What follows belongs to an exercise in optimizing a design on an open flow for small area, a short achievable clock period and few clock cycles per item; a production flow would make more cautious choices. The RTL was checked by simulation tests, not by an equivalence proof against the original design. Power figures rest on the tool's default switching activity, not on a simulated workload.

==> job 895: inputs <==
==> flow/design.v (excerpt) <==
module attention_microkernel_engine #(
    parameter int unsigned XLEN      = 32,
    parameter int unsigned MAX_K     = 256,   
    parameter int unsigned WORD_ELEMS = 4     
) (
    input  logic                   clk_i,
    input  logic                   rst_ni,
    input  logic                   cfg_valid_i,
    input  logic [$clog2(MAX_K+1)-1:0] cfg_k_i,
    input  logic signed [15:0]      cfg_scale_i,
    input  logic [3:0]             cfg_shift_i,
    input  logic signed [31:0]      cfg_clip_min_i,
    input  logic signed [31:0]      cfg_clip_max_i,
    input  logic                   cfg_enable_scale_i,
    input  logic                   cfg_enable_clip_i,
    input  logic                   load_q_valid_i,
    input  logic [$clog2((MAX_K+WORD_ELEMS-1)/WORD_ELEMS)-1:0] load_q_idx_i,
    input  logic [31:0]            load_q_word_i,
    input  logic                   load_k_valid_i,
    input  logic [$clog2((MAX_K+WORD_ELEMS-1)/WORD_ELEMS)-1:0] load_k_idx_i,
    input  logic [31:0]            load_k_word_i,
    input  logic                   start_i,
    output logic                   busy_o,
    output logic                   done_o,
    output logic                   result_valid_o,
    output logic signed [31:0]      result_o
);
==> flow/config.mk <==
export PLATFORM = sky130hd
export DESIGN_NAME = attention_microkernel_engine
export DESIGN_NICKNAME = attention_microkernel_engine
export VERILOG_FILES = /design/flow/design.v
export SDC_FILE = /design/flow/constraint.sdc
export NUM_CORES = 4
export LEC_CHECK = 0
export ABC_AREA = 1
export CAP_MARGIN = 20
export CORE_MARGIN = 2
export CORE_UTILIZATION = 40
export SLEW_MARGIN = 20
==> flow/constraint.sdc <==
create_clock -name core_clock -period 17.0 [get_ports {clk_i}]
set_input_delay 3.4000 -clock core_clock [delete_from_list [all_inputs] [get_ports {clk_i}]]
set_output_delay 3.4000 -clock core_clock [all_outputs]
set_load 0.01 [all_outputs]
standard.sh (not shown) runs the stock make flow with config.mk's settings and CLKGATE_MAP_FILE= SYNTH_SCRIPT=/design/flow/synth_recipe.tcl, a recipe that flattens the netlist after the stock synthesis.
==> flow/flow/run.sh <==
#!/bin/bash
# The standard layout (the standard.sh), with two changes to how it is made:
# - ports are buffered with buf_4 cells instead of the cell buffer_ports picks;
# - repair_timing aims for 12.3 ns of setup slack (a 4.7 ns period) instead of 0,
#   so it sizes the paths that would set the achieved period.
# The clock period and all constraints are the design's.
set -euo pipefail
bash standard.sh \
  BUFFER_PORTS_ARGS="-buffer_cell sky130_fd_sc_hd__buf_4" \
  SETUP_SLACK_MARGIN=12.3 \
  finish > make_finish.log 2>&1
==> job 2545: changes against job 895 <==
--- a/flow/design.v
+++ b/flow/design.v
@@ -94,37 +94,44 @@
     else thr_lo_q <= P_W'(lo);
   end
   logic [MAX_WORDS-1:0][31:0] q_mem, k_ring;
   logic [MAX_WORDS-1:0]       q_vld, k_vld;
   logic [MAX_WORDS-1:0]       q_we, k_we;
   logic [WORD_W-1:0]          k_head;      
   logic [WORD_W-1:0]          k_head1;     
   logic [WORD_W-1:0]          k_slot;      
-  logic                kp_v;
-  logic [WORD_W-1:0]   kp_i;
-  logic [31:0]         kp_w;
+  logic                kp_v, qp_v;
+  logic [WORD_W-1:0]   kp_i, qp_i;
+  logic [31:0]         kp_w, qp_w;
   always_ff @(posedge clk_i or negedge rst_ni) begin
-    if (!rst_ni) kp_v <= 1'b0;
-    else kp_v <= in_kv;
+    if (!rst_ni) begin
+      kp_v <= 1'b0;
+      qp_v <= 1'b0;
+    end else begin
+      kp_v <= in_kv;
+      qp_v <= in_qv;
+    end
   end
   always_ff @(posedge clk_i) begin
     kp_i <= in_ki;
     kp_w <= in_kw;
+    qp_i <= in_qi;
+    qp_w <= in_qw;
   end
   assign k_slot = kp_i - k_head1;
   always_comb begin
     for (int w = 0; w < MAX_WORDS; w++) begin
-      q_we[w] = in_qv && (in_qi == WORD_W'(w));
+      q_we[w] = qp_v && (qp_i == WORD_W'(w));
       k_we[w] = kp_v && (k_slot == WORD_W'(w));
     end
   end
   for (genvar w = 0; w < MAX_WORDS; w++) begin : g_mem
     always_ff @(posedge clk_i) begin
-      if (q_we[w]) q_mem[w] <= in_qw;
+      if (q_we[w]) q_mem[w] <= qp_w;
       k_ring[w] <= k_we[w] ? kp_w : k_ring[(w + 1) % MAX_WORDS];
     end
   end
   always_ff @(posedge clk_i or negedge rst_ni) begin
     if (!rst_ni) begin
       q_vld   <= '0;
       k_vld   <= '0;
       k_head  <= '0;
@@ -144,19 +151,20 @@
   logic [MAX_WORDS-1:0] cov_oh;
   always_ff @(posedge clk_i or negedge rst_ni) begin
     if (!rst_ni) cov_oh <= MAX_WORDS'(1);
     else for (int w = 0; w < MAX_WORDS; w++) cov_oh[w] <= (cov_d[WORD_W-1:0] == WORD_W'(w));
   end
   always_comb begin
     q_rd = '0;
     for (int w = 0; w < MAX_WORDS; w++) q_rd = q_rd | (q_mem[w] & {32{cov_oh[w] & q_vld[w]}});
+    if (qp_v && qp_i == cov_q[WORD_W-1:0]) q_rd = qp_w;
   end
   assign k_rd = (kp_v && kp_i == k_head) ? kp_w : (k_ring[0] & {32{k_vld[0]}});
-  assign q_0  = q_mem[0] & {32{q_vld[0]}};
+  assign q_0  = (qp_v && qp_i == '0) ? qp_w : (q_mem[0] & {32{q_vld[0]}});
   always_comb begin
     logic qbyp0, kbyp0, npos0, ext0, tok0;
     logic qbyp1, kbyp1, ext1, tok1, qbyp, kbyp;
     restart = in_cfg ||
               (in_qv && {1'b0, in_qi} < cov_q) ||
               (in_kv && {1'b0, in_ki} < cov_q);
     qbyp0 = in_qv && in_qi == '0;
     kbyp0 = in_kv && in_ki == '0;
==> results.tsv <==
metric	value	unit
vias_per_cell	5.51	
synth_xor_area_share	1.72	%
status	no timing/DRC/antenna violations	
wl_per_cell	26.8	um
grt_pass1_vias	129000	
peakVddDrop	0.332	mV
initial_core_util	40.2	%
multi_input_area_share	29.2	%
layout_setup_ws	11.95	ns
nonClkBufAreaFrac	3.18	%
-- figures above: job 2545

==> results.tsv <==
metric	value	unit
status	no timing/DRC/antenna violations	
vias_per_cell	5.48	
layout_setup_ws	11.92	ns
grt_pass1_vias	128000	
synth_xor_area_share	1.66	%
-- figures above: job 895

Testbench counts of job 895, summed over its fixed seeds: cycles 21,256, items 512.
Testbench counts of job 2545, summed over its fixed seeds: cycles 21,256, items 512.

---

==> inputs of 02-01 <==
attention_microkernel_engine, a different RTL version from the one above (not shown whole).
Settings: LEC_CHECK=0, ABC_AREA=1, CAP_MARGIN=20, CORE_MARGIN=2, CORE_UTILIZATION=40, SLEW_MARGIN=20; clock period 17.0 ns.
==> flow/flow/run.sh <==
#!/bin/bash
# The standard layout (the standard.sh), with two changes to how it is made:
# - ports are buffered with buf_4 cells instead of the cell buffer_ports picks;
# - repair_timing aims for 12 ns of setup slack (a 5 ns period) instead of 0,
#   so it sizes the paths that would set the achieved period.
# The clock period and all constraints are the design's.
set -euo pipefail
bash standard.sh \
  BUFFER_PORTS_ARGS="-buffer_cell sky130_fd_sc_hd__buf_4" \
  SETUP_SLACK_MARGIN=12 \
  finish > make_finish.log 2>&1
==> 06-16: changes against 02-01 <==
==> flow/run.sh (new file) <==
#!/bin/bash
# synth_recipe.tcl (not shown) runs the flow's synth.tcl, then flattens the netlist and writes it again
# the make line also repeats each setting of config.mk as NAME=value (left out here)
make -C /OpenROAD-flow-scripts/flow DESIGN_CONFIG=/design/flow/config.mk WORK_HOME=/design/flow/orfs CLKGATE_MAP_FILE= SYNTH_SCRIPT=/design/flow/synth_recipe.tcl finish
removed: flow/flow/run.sh
removed: flow/standard.sh
==> summary.md <==
| Metric | Value |
|---|---|
| Outcome | `complete, no violations` |
| Gp weighted congestion | `0.9387` |
| Setup slack, reg-to-reg | `11.17 ns` |
| Comb_multi_in | `10540` |
| Worst skew pair latency | `1.06 ns` |
| TritonCTS buffer count | `475` |
| Total power draw | `37.51 mW` |
| Fin area | `211200 um2` |
| DR WL met3 | `62.85 mm` |
| Worst Path Buf+Inv | `5` |
| Dpl cells | `23480` |
| Int Power | `24.17 mW` |
Source of the figures above: 06-16

==> summary.md <==
| Metric | Value |
|---|---|
| Worst Path Buf+Inv | `6` |
| Setup slack, reg-to-reg | `11.96 ns` |
| Int Power | `24.15 mW` |
| Worst skew pair latency | `1.07 ns` |
| Dpl cells | `23480` |
| Total power draw | `37.52 mW` |
| TritonCTS buffer count | `470` |
| Gp weighted congestion | `0.9694` |
| Fin area | `211000 um2` |
| Comb_multi_in | `10550` |
| DR WL met3 | `64.21 mm` |
| Outcome | `complete, no violations` |
Source of the figures above: 02-01

Testbench counts of 02-01, summed over its fixed seeds: cycles 21,768, items 512.
Testbench counts of 06-16, summed over its fixed seeds: cycles 21,768, items 512.

[static timing again, ports no longer ideal]
In the flow no input, the clock included, has a driving cell. The finished layouts below were timed again as built, in two steps. Step 1 sets driving cells, clkbuf_16 on the clock port and buf_2 on the other inputs (assumed; they add their load-dependent delay and slew). Step 2, shift: input delay + t, output delay - t, t = (earliest + latest rising clock arrival at the registers) / 2. This alone moves slack from input paths to output paths. Slacks: ideal ports / drivers / drivers and shift; pairs: ideal ports / drivers.
run	t (ns)	setup slack, ns	worst register clock-pin slew, ns	pins driven straight from the clock port
job 895	1.145	11.920 / 11.841 / 10.871	0.07 / 0.07	1
job 2545	1.133	11.948 / 11.880 / 10.889	0.08 / 0.08	1
02-01	1.138	11.960 / 11.877 / 11.854	0.07 / 0.07	1
06-16	1.129	11.170 / 11.170 / 11.170	0.07 / 0.07	1
After both steps every run listed still meets setup and hold. The setup slack of job 2545, which loses most, moves by -0.068 ns with the drivers and by -1.059 ns with both steps.
